What follows belongs to an exercise in optimizing a design on an open flow for small area; a production flow would make more cautious choices. In this exercise RTL edits were held to simulation tests only and were not proved equivalent to the original. Power is estimated from default activity; no workload was simulated.

--- flow/design.v ---
`timescale 1ns / 1ps
module debounce(
    input wire clk,
    input wire rst,
    input wire i_btn,
    output reg o_state,
    output wire o_ondn,
    output wire o_onup
    );
    reg sync_0, sync_1;
    always @(posedge clk) sync_0 <= rst ? 1'b0 : i_btn;
    always @(posedge clk) sync_1 <= rst ? 1'b0 : sync_0;
    reg [18:0] counter;
    wire idle = (o_state == sync_1);
    wire max = &counter;
    always @(posedge clk)
    if (rst)
    begin
        counter <= 0;
        o_state <= 1'b0;
    end
    else
    begin
        if (idle)
            counter <= 0;
        else
        begin
            counter <= counter + 1;
            if (max)
                o_state <= ~o_state;
        end
    end
    assign o_ondn = ~idle & max & ~o_state;
    assign o_onup = ~idle & max & o_state;
endmodule
`timescale 1ns / 1ps
module rocket
#(
    P_WIDTH=5,      
    P_HEIGHT=10,      
    IX=160,          
    IY=480,          
    IX_DIR=0,        
    D_WIDTH=640,     
    D_HEIGHT=480     
    )
    (
    input wire endgame,        
    input wire i_clk,          
    input wire rst,            
    input wire i_ani_stb,      
    input wire i_animate,      
    input wire [7:0] keycode,      
    output reg [11:0] o_x1,   
    output reg [11:0] o_x2,   
    output reg [11:0] o_y1,   
    output reg [11:0] o_y2,    
    output wire active,      
    output wire [7:0] com,   
    output reg [8:0] lives,
    output reg [2:0] hold 
    );
    assign com = keycode;  
    assign active = 1'b0;  
    wire [8:0] L = 5;
    reg [11:0] x;    
    reg [11:0] y;    
    reg[2:0] btnPress;
    reg[1:0] movement; 
    always @ (posedge i_clk)
    if (rst)
    begin
        x <= IX;
        y <= IY;
        btnPress <= 0;
        movement <= 0;
    end
    else
    begin
        if (endgame)   
        begin
            x <= IX;  
            y <= IY;  
        end
        if (i_animate & i_ani_stb & !endgame) begin
            if (keycode == 8'h1B & o_y2<=D_HEIGHT) begin 
                btnPress <= 1;
                movement <= 1;
            end
            else if (keycode == 8'h1D & o_y1>=10) begin 
                btnPress <= 2;
                movement <= 2;
            end
            else if (keycode == 8'h1C & o_y1>=10) begin 
                btnPress <= 3;
                movement <= 0;
            end
            else if (keycode == 8'h23 & o_y1>=10) begin 
                btnPress <= 4;
            end
           else
                btnPress <= 5;
            end 
        else
        btnPress <= 0;
    if(btnPress) begin
    if (movement == 1 && o_y2<=D_HEIGHT-5) begin
            y <= y + 10;  
    end
    else if (movement == 2 && o_y1>=10) begin
            y <= y - 10;  
    end
    end
    end
    always @(*)
    begin
        o_x1 = x - P_WIDTH;   
        o_x2 = x + P_WIDTH;   
        o_y1 = y - P_HEIGHT;   
        o_y2 = y + P_HEIGHT;   
        hold = btnPress;
        lives = L;
    end
endmodule
`timescale 1ns / 1ps
module rocket2
#(
    P_WIDTH=5,      
    P_HEIGHT=10,      
    IX=160,          
    IY=480,          
    IX_DIR=0,        
    D_WIDTH=640,     
    D_HEIGHT=480     
    )
    (
    input wire endgame,        
    input wire i_clk,          
    input wire rst,            
    input wire i_ani_stb,      
    input wire i_animate,      
    input wire [7:0] keycode,      
    output reg [11:0] o_x1,   
    output reg [11:0] o_x2,   
    output reg [11:0] o_y1,   
    output reg [11:0] o_y2,    
    output wire active,      
    output wire [7:0] com,   
    output reg [8:0] lives
    );
    assign com = keycode;  
    assign active = 1'b0;  
    wire [8:0] L = 5;
    reg [11:0] x;    
    reg [11:0] y;    
    reg[2:0] btnPress;
    reg[1:0] movement; 
     always @ (posedge i_clk)
    if (rst)
    begin
        x <= IX;
        y <= IY;
        btnPress <= 0;
        movement <= 0;
    end
    else
    begin
        if (endgame)   
        begin
            x <= IX;  
            y <= IY;  
        end
        if (i_animate & i_ani_stb & !endgame) begin
            if (keycode == 8'h72 & o_y2<=D_HEIGHT) begin 
                btnPress <= 1;
                movement <= 1;
            end
            else if (keycode == 8'h75 & o_y1>=10) begin 
                btnPress <= 2;
                movement <= 2;
            end
            else if (keycode == 8'h6B & o_y1>=10) begin 
                btnPress <= 3;
                movement <= 0;
            end
           else if (keycode == 8'h74 & o_y1>=10) begin 
                btnPress <= 4;
            end
           else
                btnPress <= 5;
            end 
        else
        btnPress <= 0;
    if(btnPress) begin
    if (movement == 1 && o_y2<=D_HEIGHT-5) begin
            y <= y + 10;  
    end
    else if (movement == 2 && o_y1>=10) begin
            y <= y - 10;  
    end
    end
    end
    always @(*)
    begin
        o_x1 = x - P_WIDTH;   
        o_x2 = x + P_WIDTH;   
        o_y1 = y - P_HEIGHT;   
        o_y2 = y + P_HEIGHT;   
        lives = L;
    end
endmodule
`timescale 1ns / 1ps
module square_4 #(
    RY=10,           
    RH=10,           
    H_SIZE=80,       
    IX=320,          
    IY=240,          
    IY_DIR=0,        
    D_WIDTH=640,     
    D_HEIGHT=480     
    )
    (
    input wire toggle,
    input wire [1:0] com,
    input wire [1:0] mode,         
    input wire start,        
    input wire [11:0] i_x1,  
    input wire [11:0] i_x2,  
    input wire [11:0] i_y1,
    input wire [11:0] i_y2,
    input wire [11:0] t_x1,
    input wire [11:0] t_x2,
    input wire [11:0] t_y1,
    input wire [11:0] t_y2,
    input wire i_clk,          
    input wire rst,            
    input wire i_ani_stb,      
    input wire i_animate,      
    output wire [11:0] o_x1,   
    output wire [11:0] o_x2,   
    output wire [11:0] o_y1,   
    output wire [11:0] o_y2,    
    output reg endgame,
    output reg [8:0] lives1,     
    output reg [8:0] lives2      
    );
    reg [8:0] s;
    reg [2:0] wall1, wall2;  
    reg [8:0] L1;    
    reg [8:0] L2;    
    reg [11:0] x;    
    reg [11:0] y;    
    reg y_dir;   
    reg x_dir;            
    reg [3:0] incx, incy;  
    assign o_x1 = x - H_SIZE;   
    assign o_x2 = x + H_SIZE;   
    assign o_y1 = y - H_SIZE;   
    assign o_y2 = y + H_SIZE;   
    reg [28:0] ctr;  
    wire y_state, y_dn, y_up;
    debounce detecty(.clk(i_clk), .rst(rst), .i_btn(y_dir), .o_state(y_state), .o_ondn(y_dn), .o_onup(y_up));  
    wire x_state, x_dn, x_up;
    debounce detectx(.clk(i_clk), .rst(rst), .i_btn(x_dir), .o_state(x_state), .o_ondn(x_dn), .o_onup(x_up));  
    always @ (posedge i_clk)
    if (rst)
    begin
        ctr = 0;
        endgame <= 0;
        L1 = 5;
        L2 = 5;
        x <= IX;
        y <= IY;
        x_dir <= 0;
        y_dir <= IY_DIR;
        incx <= 1;
        incy <= 1;
    end
    else
    begin
        ctr = ctr + 1;  
        if (ctr ==  500000000) begin  
            ctr = 0;  
        end
        if (start & endgame) begin
            endgame <= 0;
            x <= IX;  
            y <= IY;  
            x_dir <= ctr;  
            y_dir <= IY_DIR;  
            incx <= 1;  
            incy <= 1;  
        end
        if (x <= H_SIZE + 1 && toggle)   
        begin
            L2 = L2 - 1;        
                if (L2==0)
            begin
               endgame <= 1;  
            end
            x <= IX;  
            y <= IY;  
            x_dir <= ctr;  
            y_dir <= IY_DIR;  
            incx <= 1;  
            incy <= 1;  
        end
       if (x >= D_WIDTH- H_SIZE - 1 && toggle)   
        begin
            L1 = L1 - 1;     
             if (L1==0)
             begin
               endgame <= 1;  
             end
            x <= IX;  
            y <= IY;  
            x_dir <= ctr;  
            y_dir <= IY_DIR;  
            incx <= 1;  
            incy <= 1;  
        end
        if (x_up & incx !=3) begin  
            incx <= incx + 1;  
        end
        if (y_up & incy !=3) begin  
                incy <= incy + 1;  
                if ((com[0] | com[1]) & incx != 3) begin  
                    incx <= incx + 1;  
                end
        end
        if (!mode) begin  
            x <= IX;  
            y <= IY;  
            x_dir <= ctr;  
            y_dir <= IY_DIR;  
            incx <= 1;  
            incy <= 1;  
        end
        if (i_animate && i_ani_stb && !endgame && mode)
        begin;
            x <= (x_dir) ? x + incx : x - incx;   
            y <= (y_dir) ? y + incy : y - incy;   
            if (y <= H_SIZE + 1) begin  
                y_dir <= 1;   
            end
            if (y >= (D_HEIGHT - H_SIZE - 1)) begin  
                y_dir <= 0;   
            end
            if ((i_x2+1>=o_x1) && ((i_y1<=o_y1 && o_y1<=i_y2) || (i_y1<=o_y2 && o_y2<=i_y2)))
              begin
                x_dir <= 1;
          end
          if ((t_x1+1<=o_x2) && ((t_y1<=o_y1 && o_y1<=t_y2) || (t_y1<=o_y2 && o_y2<=t_y2)))
              begin
                x_dir <=0;
            end
       end
    end
    always @(*)
    begin
        lives1 = L1;
        lives2 = L2;
    end    
endmodule
`timescale 1ns / 1ps
module square1 #(
    RY=10,           
    RH=10,           
    H_SIZE=80,       
    IX=320,          
    IY=240,          
    IY_DIR=0,        
    D_WIDTH=640,     
    D_HEIGHT=480,     
    wall_l = 310
    )
    (
    input wire toggle,
    input wire [1:0] com,
    input wire [1:0] mode,         
    input wire start,        
    input wire [11:0] i_x1,  
    input wire [11:0] i_x2,  
    input wire [11:0] i_y1,
    input wire [11:0] i_y2,
    input wire [11:0] t_x1,
    input wire [11:0] t_x2,
    input wire [11:0] t_y1,
    input wire [11:0] t_y2,
    input wire i_clk,          
    input wire rst,            
    input wire i_ani_stb,      
    input wire i_animate,      
    output wire [11:0] o_x1,   
    output wire [11:0] o_x2,   
    output wire [11:0] o_y1,   
    output wire [11:0] o_y2,    
    output reg endgame,
    output reg [8:0] lives1
    );
    reg [8:0] s;
    reg [2:0] wall1, wall2;  
    reg [8:0] L1;  
    reg [11:0] x;    
    reg [11:0] y;    
    reg y_dir;   
    reg x_dir;            
    reg [3:0] incx, incy;  
    assign o_x1 = x - H_SIZE;   
    assign o_x2 = x + H_SIZE;   
    assign o_y1 = y - H_SIZE;   
    assign o_y2 = y + H_SIZE;   
    reg [28:0] ctr;  
    wire y_state, y_dn, y_up;
    debounce detecty(.clk(i_clk), .rst(rst), .i_btn(y_dir), .o_state(y_state), .o_ondn(y_dn), .o_onup(y_up));  
    wire x_state, x_dn, x_up;
    debounce detectx(.clk(i_clk), .rst(rst), .i_btn(x_dir), .o_state(x_state), .o_ondn(x_dn), .o_onup(x_up));  
    always @ (posedge i_clk)
    if (rst)
    begin
        ctr = 0;
        endgame <= 0;
        L1 = 5;
        x <= IX;
        y <= IY;
        x_dir <= 0;
        y_dir <= IY_DIR;
        incx <= 1;
        incy <= 1;
        wall2 <= 0;
    end
    else
    begin
        ctr = ctr + 1;  
        if (ctr ==  500000000) begin  
            ctr = 0;  
        end
        if (start & endgame) begin
            endgame <= 0;
            x <= IX;  
            y <= IY;  
            x_dir <= ctr;  
            y_dir <= IY_DIR;  
            incx <= 1;  
            incy <= 1;  
        end
        if (x <= H_SIZE + 1 && toggle)   
        begin
              L1 = L1 - 1; 
             if (L1==0)
                 begin
                   endgame <= 1;  
                 end
            x <= IX;  
            y <= IY;  
            x_dir <= ctr;  
            y_dir <= IY_DIR;  
            incx <= 1;  
            incy <= 1;  
        end
       if (x >= wall_l- H_SIZE - 1 && toggle)   
        begin
            x_dir <=0;
            if (wall2>=5)
              wall2 <=0;
        end
        if (x_up & incx !=3) begin  
            incx <= incx + 1;  
        end
        if (y_up & incy !=3) begin  
                incy <= incy + 1;  
                if ((com[0] | com[1]) & incx != 3) begin  
                    incx <= incx + 1;  
                end
        end
        if (!mode) begin  
            x <= IX;  
            y <= IY;  
            x_dir <= ctr;  
            y_dir <= IY_DIR;  
            incx <= 1;  
            incy <= 1;  
        end
        if (i_animate && i_ani_stb && !endgame && mode && toggle)
        begin;
            x <= (x_dir) ? x + incx : x - incx;   
            y <= (y_dir) ? y + incy : y - incy;   
            if (y <= H_SIZE + 1) begin  
                y_dir <= 1;   
            end
            if (y >= (D_HEIGHT - H_SIZE - 1)) begin  
                y_dir <= 0;   
            end
            if ((i_x2+1>=o_x1) && ((i_y1<=o_y1 && o_y1<=i_y2) || (i_y1<=o_y2 && o_y2<=i_y2)))
              begin
                x_dir <= 1;
          end
       end
    end
    always @(*)
    begin
            lives1 = L1;
    end    
endmodule
`timescale 1ns / 1ps
module square2 #(
    RY=10,           
    RH=10,           
    H_SIZE=80,       
    IX=320,          
    IY=240,          
    IY_DIR=0,        
    D_WIDTH=640,     
    D_HEIGHT=480,     
    wall_r = 330
    )
    (
    input wire toggle,
    input wire [1:0] com,
    input wire [1:0] mode,         
    input wire start,        
    input wire [11:0] i_x1,  
    input wire [11:0] i_x2,  
    input wire [11:0] i_y1,
    input wire [11:0] i_y2,
    input wire [11:0] t_x1,
    input wire [11:0] t_x2,
    input wire [11:0] t_y1,
    input wire [11:0] t_y2,
    input wire i_clk,          
    input wire rst,            
    input wire i_ani_stb,      
    input wire i_animate,      
    output wire [11:0] o_x1,   
    output wire [11:0] o_x2,   
    output wire [11:0] o_y1,   
    output wire [11:0] o_y2,    
    output reg endgame,
    output reg [8:0] lives2
    );
    reg [8:0] s;
    reg [2:0] wall1, wall2;  
    reg [8:0] L2;  
    reg [11:0] x;    
    reg [11:0] y;    
    reg y_dir;   
    reg x_dir;            
    reg [3:0] incx, incy;  
    assign o_x1 = x - H_SIZE;   
    assign o_x2 = x + H_SIZE;   
    assign o_y1 = y - H_SIZE;   
    assign o_y2 = y + H_SIZE;   
    reg [28:0] ctr;  
    wire y_state, y_dn, y_up;
    debounce detecty(.clk(i_clk), .rst(rst), .i_btn(y_dir), .o_state(y_state), .o_ondn(y_dn), .o_onup(y_up));  
    wire x_state, x_dn, x_up;
    debounce detectx(.clk(i_clk), .rst(rst), .i_btn(x_dir), .o_state(x_state), .o_ondn(x_dn), .o_onup(x_up));  
    always @ (posedge i_clk)
    if (rst)
    begin
        ctr = 0;
        endgame <= 0;
        L2 = 5;
        x <= IX;
        y <= IY;
        x_dir <= 0;
        y_dir <= IY_DIR;
        incx <= 1;
        incy <= 1;
        wall1 <= 0;
        wall2 <= 0;
    end
    else
    begin
        ctr = ctr + 1;  
        if (ctr ==  500000000) begin  
            ctr = 0;  
        end
        if (start & endgame) begin
            endgame <= 0;
            x <= IX;  
            y <= IY;  
            x_dir <= ctr;  
            y_dir <= IY_DIR;  
            incx <= 1;  
            incy <= 1;  
        end
        if (x <= wall_r + (H_SIZE + 1) && toggle)   
        begin
            wall1 <= wall1 + 1;
            if (wall1>=5)
               wall1 <=0;
               x_dir <=1;
        end
       if (x >= D_WIDTH- H_SIZE - 1 && toggle)   
        begin
            L2 = L2 - 1;
            if (L2==0)
            begin
               endgame <= 1;  
            end
            if (wall2>=5)
              wall2 <=0;
            x <= IX;  
            y <= IY;  
            x_dir <= ctr;  
            y_dir <= IY_DIR;  
            incx <= 1;  
            incy <= 1;  
        end
        if (x_up & incx !=3) begin  
            incx <= incx + 1;  
        end
        if (y_up & incy !=3) begin  
                incy <= incy + 1;  
                if ((com[0] | com[1]) & incx != 3) begin  
                    incx <= incx + 1;  
                end
        end
        if (!mode) begin  
            x <= IX;  
            y <= IY;  
            x_dir <= ctr;  
            y_dir <= IY_DIR;  
            incx <= 1;  
            incy <= 1;  
        end
        if (i_animate && i_ani_stb && !endgame && mode && toggle)
        begin;
            x <= (x_dir) ? x + incx : x - incx;   
            y <= (y_dir) ? y + incy : y - incy;   
            if (y <= H_SIZE + 1) begin  
                y_dir <= 1;   
            end
            if (y >= (D_HEIGHT - H_SIZE - 1)) begin  
                y_dir <= 0;   
            end
           if ((i_x1+1<=o_x2) && ((i_y1<=o_y1 && o_y1<=i_y2) || (i_y1<=o_y2 && o_y2<=i_y2)))
              begin
                x_dir <=0;
            end
       end
    end
    always @(*)
    begin
         lives2 = L2;
    end    
endmodule
`timescale 1ns / 1ps
module game(
    input wire [1:0] mode,
    input wire CLK,  
    input wire rst,  
    input wire [7:0] keycode,  
    input wire switch,
    input wire animate,  
    input wire [9:0] x,  
    input wire [8:0] y,  
    output reg [3:0] VGA_R,  
    output reg [3:0] VGA_G,  
    output reg [3:0] VGA_B,  
    output wire [2:0] endgame,  
    output wire [8:0] lives1,lives2
    );    
    wire lives1A,lives2A,lives10,lives20;
    localparam RW = 10;  
    localparam RH = 30;  
    localparam RY = 440 - RH;  
    localparam RX1 = 640-RW;  
    localparam RX = 0 + RW;  
    localparam RX3 = 320 - RW;  
    localparam IX = 300;  
    localparam IY = 470 -RH - RH - 30;  
    localparam IX2= 340;
    localparam B_SIZE = 10;  
    localparam wall_l = 310;
    localparam wall_r = 330;
    localparam height = 477;
    wire collide;  
    reg sq_a, sq_b, sq_c,sq_d,sq_e,sq_f;  
    wire [11:0] sq_a_x1, sq_a_x2, sq_a_y1, sq_a_y2;  
    wire [11:0] sq_b_x1, sq_b_x2, sq_b_y1, sq_b_y2;  
    wire [11:0] sq_c_x1, sq_c_x2, sq_c_y1, sq_c_y2;  
    wire [11:0] sq_d_x1, sq_d_x2, sq_d_y1, sq_d_y2;  
    wire [11:0] sq_e_x1, sq_e_x2, sq_e_y1, sq_e_y2;  
    wire [11:0] sq_f_x1, sq_f_x2, sq_f_y1, sq_f_y2;  
    wire active1;
    wire active;  
    wire active2;
    wire [1:0] com;  
    wire [1:0] com1;  
    wire [1:0] com2;  
    wire [7:0] keycode1;
    wire [7:0] keycode2;
    assign keycode1 = keycode;
    assign keycode2 = keycode;
    wire player1, player2;
    wire pix_stb = 1'b1;  
    rocket #(.P_WIDTH(RW), .P_HEIGHT(RH), .IX(RX), .IY(RY)) R1(
        .endgame(endgame|!mode),
        .i_clk(CLK), 
        .rst(rst),
        .i_ani_stb(pix_stb),
        .i_animate(animate),
        .keycode(keycode),
        .o_x1(sq_b_x1),
        .o_x2(sq_b_x2),
        .o_y1(sq_b_y1),
        .o_y2(sq_b_y2),
        .active(active),
        .com(com)
        );  
      rocket2 #(.P_WIDTH(RW), .P_HEIGHT(RH), .IX(RX1), .IY(RY)) R2(
        .endgame(endgame | !mode),
        .i_clk(CLK), 
        .rst(rst),
        .i_ani_stb(pix_stb),
        .i_animate(animate),
        .keycode(keycode1),
        .o_x1(sq_c_x1),
        .o_x2(sq_c_x2),
        .o_y1(sq_c_y1),
        .o_y2(sq_c_y2),
        .active(active1),
        .com(com1)
        );  
    square_4 #(.RY(RY), .RH(RH), .IX(IX), .IY(IY), .H_SIZE(B_SIZE)) b0 (
        .toggle(1 && switch == 1'b0),
        .com(com),
        .mode(mode),
        .start(1'b0),
        .i_x1(sq_b_x1),
        .i_x2(sq_b_x2),
        .i_y1(sq_b_y1),
        .i_y2(sq_b_y2),
        .t_x1(sq_c_x1),
        .t_x2(sq_c_x2),
        .t_y1(sq_c_y1),
        .t_y2(sq_c_y2),
        .i_clk(CLK), 
        .rst(rst),
        .i_ani_stb(pix_stb),
        .i_animate(animate),
        .o_x1(sq_a_x1),
        .o_x2(sq_a_x2),
        .o_y1(sq_a_y1),
        .o_y2(sq_a_y2),
        .endgame(endgame[0]),
        .lives1(lives1),
        .lives2(lives2)
    );  
    square1 #(.RY(RY), .RH(RH), .IX(IX), .IY(IY), .H_SIZE(B_SIZE),.wall_l(wall_l)) b1 (
        .toggle(1 && switch == 1'b1),
        .com(com),
        .mode(mode),
        .start(1'b0),
        .i_x1(sq_b_x1),
        .i_x2(sq_b_x2),
        .i_y1(sq_b_y1),
        .i_y2(sq_b_y2),
        .t_x1(sq_c_x1),
        .t_x2(sq_c_x2),
        .t_y1(sq_c_y1),
        .t_y2(sq_c_y2),
        .i_clk(CLK), 
        .rst(rst),
        .i_ani_stb(pix_stb),
        .i_animate(animate),
        .o_x1(sq_e_x1),
        .o_x2(sq_e_x2),
        .o_y1(sq_e_y1),
        .o_y2(sq_e_y2),
        .endgame(endgame[1]),
        .lives1(lives1A)
    );  
        square2 #(.RY(RY), .RH(RH), .IX(IX2), .IY(IY), .H_SIZE(B_SIZE),.wall_r(wall_r)) b2 (
        .toggle(1 && switch == 1'b1),
        .com(com),
        .mode(mode),
        .start(1'b0),
        .i_x1(sq_c_x1),
        .i_x2(sq_c_x2),
        .i_y1(sq_c_y1),
        .i_y2(sq_c_y2),
        .t_x1(sq_b_x1),
        .t_x2(sq_b_x2),
        .t_y1(sq_b_y1),
        .t_y2(sq_b_y2),
        .i_clk(CLK), 
        .rst(rst),
        .i_ani_stb(pix_stb),
        .i_animate(animate),
        .o_x1(sq_f_x1),
        .o_x2(sq_f_x2),
        .o_y1(sq_f_y1),
        .o_y2(sq_f_y2),
        .endgame(endgame[2]),
        .lives2(lives2A)
    ); 
    always @ (*)
    begin
          sq_a = ((((x > sq_a_x1) & (y > sq_a_y1) & (x < sq_a_x2) & (y < sq_a_y2)))&& switch == 1'b0) ? 1 : 0;  
            sq_b = ((x > sq_b_x1) & (y > sq_b_y1) & (x < sq_b_x2) & (y < sq_b_y2)) ? 1 : 0;  
            sq_c = ((x > sq_c_x1) & (y > sq_c_y1) & (x < sq_c_x2) & (y < sq_c_y2)) ? 1 : 0;  
            sq_d = ((x > 310) & (y > 0) & (x < 330) & (y < 480)) ? 1 : 0;  
            sq_e = (((x > sq_e_x1) & (y > sq_e_y1) & (x < sq_e_x2) & (y < sq_e_y2)) && switch == 1'b1) ? 1 : 0;  
            sq_f = (((x > sq_f_x1) & (y > sq_f_y1) & (x < sq_f_x2) & (y < sq_f_y2)) && switch == 1'b1) ? 1 : 0;  
    end
    always @(posedge CLK)
    if (rst)
        {VGA_R, VGA_G, VGA_B} <= 12'd0;
    else
    begin
          VGA_R[3] <= ((sq_a | sq_b | sq_c | (sq_d && switch == 1'b1) | sq_e | sq_f ) && (mode == 2'b00));
          VGA_G[3] <= ((sq_a| sq_b | sq_c | (sq_d && switch == 1'b1) | sq_e | sq_f) && (mode == 2'b01)) ;
          VGA_B[3] <= (( sq_a| sq_b | sq_c | (sq_d && switch == 1'b1)| sq_e | sq_f ) && (mode == 2'b10)) ;
          VGA_R[2] <= (( sq_a |sq_b | sq_c| (sq_d && switch == 1'b1) | sq_e | sq_f) && (mode == 2'b00)) ; 
          VGA_G[2] <= (( sq_a | sq_b | sq_c |( sq_d && switch == 1'b1)| sq_e | sq_f) && (mode == 2'b01));
          VGA_B[2] <= (( sq_a| sq_b | sq_c | (sq_d && switch == 1'b1)| sq_e | sq_f) && (mode == 2'b10)) ;   
          VGA_R[1] <= (( sq_a|  sq_b | sq_c | (sq_d&& switch == 1'b1)| sq_e | sq_f) && (mode == 2'b00)) ;
          VGA_G[1] <= (( sq_a| sq_b | sq_c | (sq_d && switch == 1'b1)| sq_e | sq_f) && (mode == 2'b01)) ;
          VGA_B[1] <= (( sq_a| sq_b | sq_c | (sq_d&&switch == 1'b1)| sq_e | sq_f) && (mode == 2'b10)) ;      
          VGA_R[0] <= (( sq_a| sq_b | sq_c | (sq_d&&switch == 1'b1)| sq_e | sq_f) && (mode == 2'b00));   
          VGA_G[0] <= (( sq_a| sq_b | sq_c | (sq_d&&switch == 1'b1)| sq_e | sq_f) && (mode == 2'b01)) ;    
          VGA_B[0] <= (( sq_a| sq_b | sq_c | (sq_d && switch == 1'b1)| sq_e | sq_f) && (mode == 2'b10)) ;
    end
endmodule
--- flow/run.sh ---
#!/bin/bash
# synth_recipe.tcl (not shown) runs the flow's synth.tcl, then flattens the netlist and writes it again
# the make line also repeats each setting of config.mk as NAME=value (left out here)
make -C /OpenROAD-flow-scripts/flow DESIGN_CONFIG=/design/flow/config.mk WORK_HOME=/design/flow/orfs CLKGATE_MAP_FILE= SYNTH_SCRIPT=/design/flow/synth_recipe.tcl finish
--- flow/config.mk ---
export PLATFORM = sky130hd
export DESIGN_NAME = game
export DESIGN_NICKNAME = game
export VERILOG_FILES = /design/flow/design.v
export SDC_FILE = /design/flow/constraint.sdc
export NUM_CORES = 4
export LEC_CHECK = 0
export CAP_MARGIN = 20
export CORE_MARGIN = 2
export CORE_UTILIZATION = 40
export SLEW_MARGIN = 20
--- flow/constraint.sdc ---
create_clock -name core_clock -period 10.0 [get_ports {CLK}]
set_input_delay 2.0000 -clock core_clock [delete_from_list [all_inputs] [get_ports {CLK}]]
set_output_delay 2.0000 -clock core_clock [all_outputs]
set_load 0.01 [all_outputs]
==> run summary <==
- Outcome: complete, no violations
- Mapped cell area: 0.0321 mm^2
- Fin nets: roughly 4,500
- DRC: 0
- Layout Cells excl Fill: 5,106
- Min-Delay Path Class: reg -> reg
- Ys Warns: 13
- Leakage: approximately 14 nW
- Slowest CP cell: clkdlybuf4s50_1
- Fraction of power consumed by the clock network: a little under two fifths
- DRT Pass-1 Iters: 5
- Via count: between 20,000 and 30,000
- Multi-input logic area: around 0.023 mm^2
- Cell area after layout: roughly 0.035 mm^2
- Clock tree sinks: around 400
- Final setup vio count: 0
- Gr ovfl total: 0
- Vias in the first global route: between 20,000 and 30,000
- Hold Crit Start: b0.detecty.sync_0
- RR Startpoint: b0.y[1]
- GPL Wtd Cong: between 0.9 and 1
- Die W: around 290 um
- Max cap viols: 0
- Layout cells sized above 1: around 4.6%
- Gate Count Post-Synth: between 4,000 and 5,000
- Max transition margin: between 20% and 30%
- H-tree level count: 2
- Post-synthesis cell type count: 99
- Hold Fails Final Rpt: 0
- Clock root buffer: clkbuf_16
- Initial Util: about two fifths
- VDD IR-drop max: approximately 0.00012 V
- Sum of negative setup slack: 0 ns
- PD cells: roughly 140 mW/mm^2
- Flops & latches, synth: between 300 and 400
- Post-Route WL: about 90 mm
- Area growth syn-to-layout: 9.70%
- Drt wl/cell: 17.7 um
- FFs w/ async S/R, synth: 0%
- Syn nets: between 4,000 and 5,000
- Synth Area per Inst: just under 8 um^2
- Initial antenna violation count: 0
- Sw Ratio: between 30% and 40%
- Hold_buf cts: 0
- Top Ports: 66
- Reg2reg path depth: 17
- CTS resizes: 0
- CP max stage delay: ~1 ns
- CP Data Arrival Time: 5.45 ns
- Sequential power share: a little over a third
- Fin crit share: about half
- RSZ-0062 raised after global routing: false
- Largest net degree at the start of global routing: a little under 60
- Switching Power: 0.00168 W
- Post-synth EDFFs: 0
- Row cnt: between 100 and 150
- CTS tree: built
- Setup CP Type: in -> reg
- Tmin final: a little under 5 ns
- CTS clk-pin slew, worst paths: 0.06 ns
- Combinational power share: between 20% and 30%
- GRT Total Usage: 21.6%
- Placed cell count: about 5,000
- Skew-Pair Late Insertion Delay: 0.61 ns
- Max Root-Sink Buffers: 3
- Antenna Nets Post-Route: 0
- First-pass GRT wire length: ~140 mm
- CP cell instances: clkdlybuf4s50_1 -> ha_1 -> o21a_1 -> o21a_1 -> o211ai_1 -> a31oi_1 -> or3_1 -> nor4b_1 -> o21ai_1 -> and4_1 -> nor4b_1
- Fin Clk Skew: between 0.02 and 0.025 ns
- Data required, critical path: between 10 and 15 ns
- CTS Buf Count: 48
- Detailed Place HPWL: 68.0 mm
- Crit start category: input port
- R2R Path End: b0.x_dir
- Register area: 0.00795 mm^2
- Core area: between 0.07 and 0.08 mm^2
- DRT iter0 DRCs: between 2,000 and 2,500
- Sequential area share after synthesis: ~25%
- Max frequency: 0.202 GHz
- Die extent in y: ~290 um
- Flop2flop setup slack: approximately 5.5 ns
- N_diodes: 0
- Worst Tran Pin Value: 1.11 ns
- DIE AREA: between 0.08 and 0.09 mm^2
- Largest fanout on the critical path: 14
- Final slew viol count: 0
- Number of fill cells in the layout: around 8,000
- Main flop type after synthesis: dfxtp_1
- Vias per inst: 5.56
- Critical Path Sink Type: register
- Setup bufs post-CTS: 0
- Hold EP: b0.detecty.sync_1
- Min-Delay Path Depth: 1
- Internal power: around 0.0033 W
- Post-DP Area: 0.0335 mm^2
- Count of input and output buffers: 65
[worst max-delay path by stage]
stage / from / end / cells past startpoint
floorplan: y[1] / VGA_B[0] / 11
global placement: y[6] / VGA_G[0] / 11
detailed placement: y[6] / VGA_G[0] / 11
CTS: y[6] / VGA_G[0] / 11
global route: y[7] / VGA_G[0] / 9
finish: y[6] / VGA_G[0] / 11
[flip-flops by register name (all words and copies together), names as in the netlist, 19 cells and up]
register and count:
b0.detecty.counter 19, b0.detectx.counter 19, b1.detecty.counter 19, b0.ctr 29
b1.ctr 29, b2.ctr 29, b2.detecty.counter 19, b2.detectx.counter 19
b1.detectx.counter 19
[cell families (layout without fill, tap and decap cells)]
group	count (synthesis)	count (layout)	synth area share [%]
AO/OA/AOI/OAI	858	858	17.0
XOR/XNOR	402	402	11.0
adder cells (fa/ha/maj)	432	432	16.9
buffers and inverters	366	380	4.75
flip-flops	397	397	24.8
multiplexers	37	37	1.22
AND/OR/NAND/NOR	1550	1550	24.3
[cell usage in the layout, fill, tap and decap left out, types with 12 or more instances in the layout]
cell | synthesis | layout
a211oi_1 | 31 | 31
a21o_1 | 85 | 85
a21oi_1 | 245 | 245
a31oi_1 | 39 | 39
and2_1 | 28 | 28
and3_1 | 94 | 94
and4_1 | 12 | 12
buf_4 | 14 | 28
clkbuf_16 | 0 | 48
clkbuf_8 | 0 | 14
clkdlybuf4s50_1 | 0 | 64
dfxtp_1 | 397 | 397
ha_1 | 416 | 416
inv_1 | 199 | 198
mux2_2 | 16 | 16
mux2i_1 | 21 | 21
nand2_1 | 267 | 267
nand2b_1 | 47 | 47
nand3_1 | 174 | 174
nand3b_1 | 16 | 16
nand4_1 | 77 | 77
nor2_1 | 461 | 461
nor2b_1 | 67 | 67
nor3_1 | 122 | 122
nor3b_1 | 16 | 16
nor4_1 | 35 | 35
o211ai_1 | 16 | 16
o21a_1 | 35 | 35
o21ai_0 | 234 | 234
o22ai_1 | 15 | 15
or2_2 | 20 | 20
or3_1 | 43 | 43
or4_1 | 13 | 13
xnor2_1 | 195 | 194
xor2_1 | 204 | 204
[power by group through the flow]
stage / combinational [W] / sequential (W) / clock [W]
after detailed placement: 0.00135 / 0.00179 / 0
final: 0.00138 / 0.00176 / 0.00187
after global routing: 0.00154 / 0.00177 / 0.00199
after floorplan: 0.00104 / 0.00171 / 0
after global placement: 0.00134 / 0.00179 / 0
after CTS: 0.00136 / 0.00176 / 0.00193
[synthesized netlist by cell type (20+ instances only)]
cell type	number	area share [%]
nor2_1	461	5.4
ha_1	416	16
dfxtp_1	397	25
nand2_1	267	3.1
a21oi_1	245	3.8
o21ai_0	234	3.7
xor2_1	204	5.6
inv_1	199	2.3
xnor2_1	195	5.3
nand3_1	174	2.7
nor3_1	122	1.9
clkbuf_1	101	1.2
and3_1	94	1.8
a21o_1	85	2.0
nand4_1	77	1.5
nor2b_1	67	1.3
nand2b_1	47	0.92
or3_1	43	0.84
a31oi_1	39	0.76
buf_2	36	0.56
nor4_1	35	0.68
o21a_1	35	0.82
a211oi_1	31	0.73
and2_1	28	0.55
mux2i_1	21	0.66
or2_2	20	0.39
[layout make-up]
cell class / instances / area share (%)
inverter: 199 / 2.12
timing repair buffer: 92 / 2.42
clock buffer: 68 / 4.03
multi-input combinational: 3279 / 64.3
clock inverter: 21 / 0.850
tap: 1050 / 3.73
sequential: 397 / 22.6
[per-layer routing]
metal  vias up  GRT usage, %  share of wire (%)
met5         -             0                  0
met4         0          6.58                3.0
met3       143          2.36                4.8
met2       617          34.5                 44
met1     13300          30.4                 48
li1      14400             -                  -
[through the flow]
| stage | power (W) | worst slack [ns] | utilization, % | hold slack (ns) |
|---|---|---|---|---|
| floorplan | 0.00275 | 5.85 | - | 0.414 |
| global placement | 0.00313 | 4.48 | 42.3 | 0.416 |
| detailed placement | 0.00314 | 4.41 | 42.3 | 0.422 |
| CTS | 0.00505 | 5.05 | 44.5 | 0.443 |
| global route | 0.00530 | 4.76 | 44.5 | 0.458 |
| finish | 0.00501 | 5.05 | 44.5 | 0.440 |
[worst max-delay path: cells and delay by family]
kind / cells / cell delay [ns]
simple gates: 4 / 1.34
fa+ha+maj: 1 / 0.36
compound gates: 5 / 0.71
buf+inv: 1 / 1.03

-- re-timing with driven ports --
No port has a modelled driver above. Below, the same layout with a new extraction and two added sets of constraints.
Step 1 sets driving cells, clkbuf_16 on the clock port and buf_2 on the other inputs (assumed; they add their load-dependent delay and slew).
Step 2 moves the port delays by t, midway between the first and last clock arrival at a register: inputs arrive t later, outputs are due t later. That takes back most of the time a late clock gives input paths.
Three values: ideal ports, drivers, drivers and shift; two values: the first two.
t (ns): 0.663
slack for setup (ns): 5.046 / 5.087 / 4.424
hold WS [ns]: 0.440 / 0.440 / 0.440
After both steps this run still meets setup and hold. For this run, drivers alone change the setup slack by +0.041 ns; drivers and shift together by -0.622 ns.
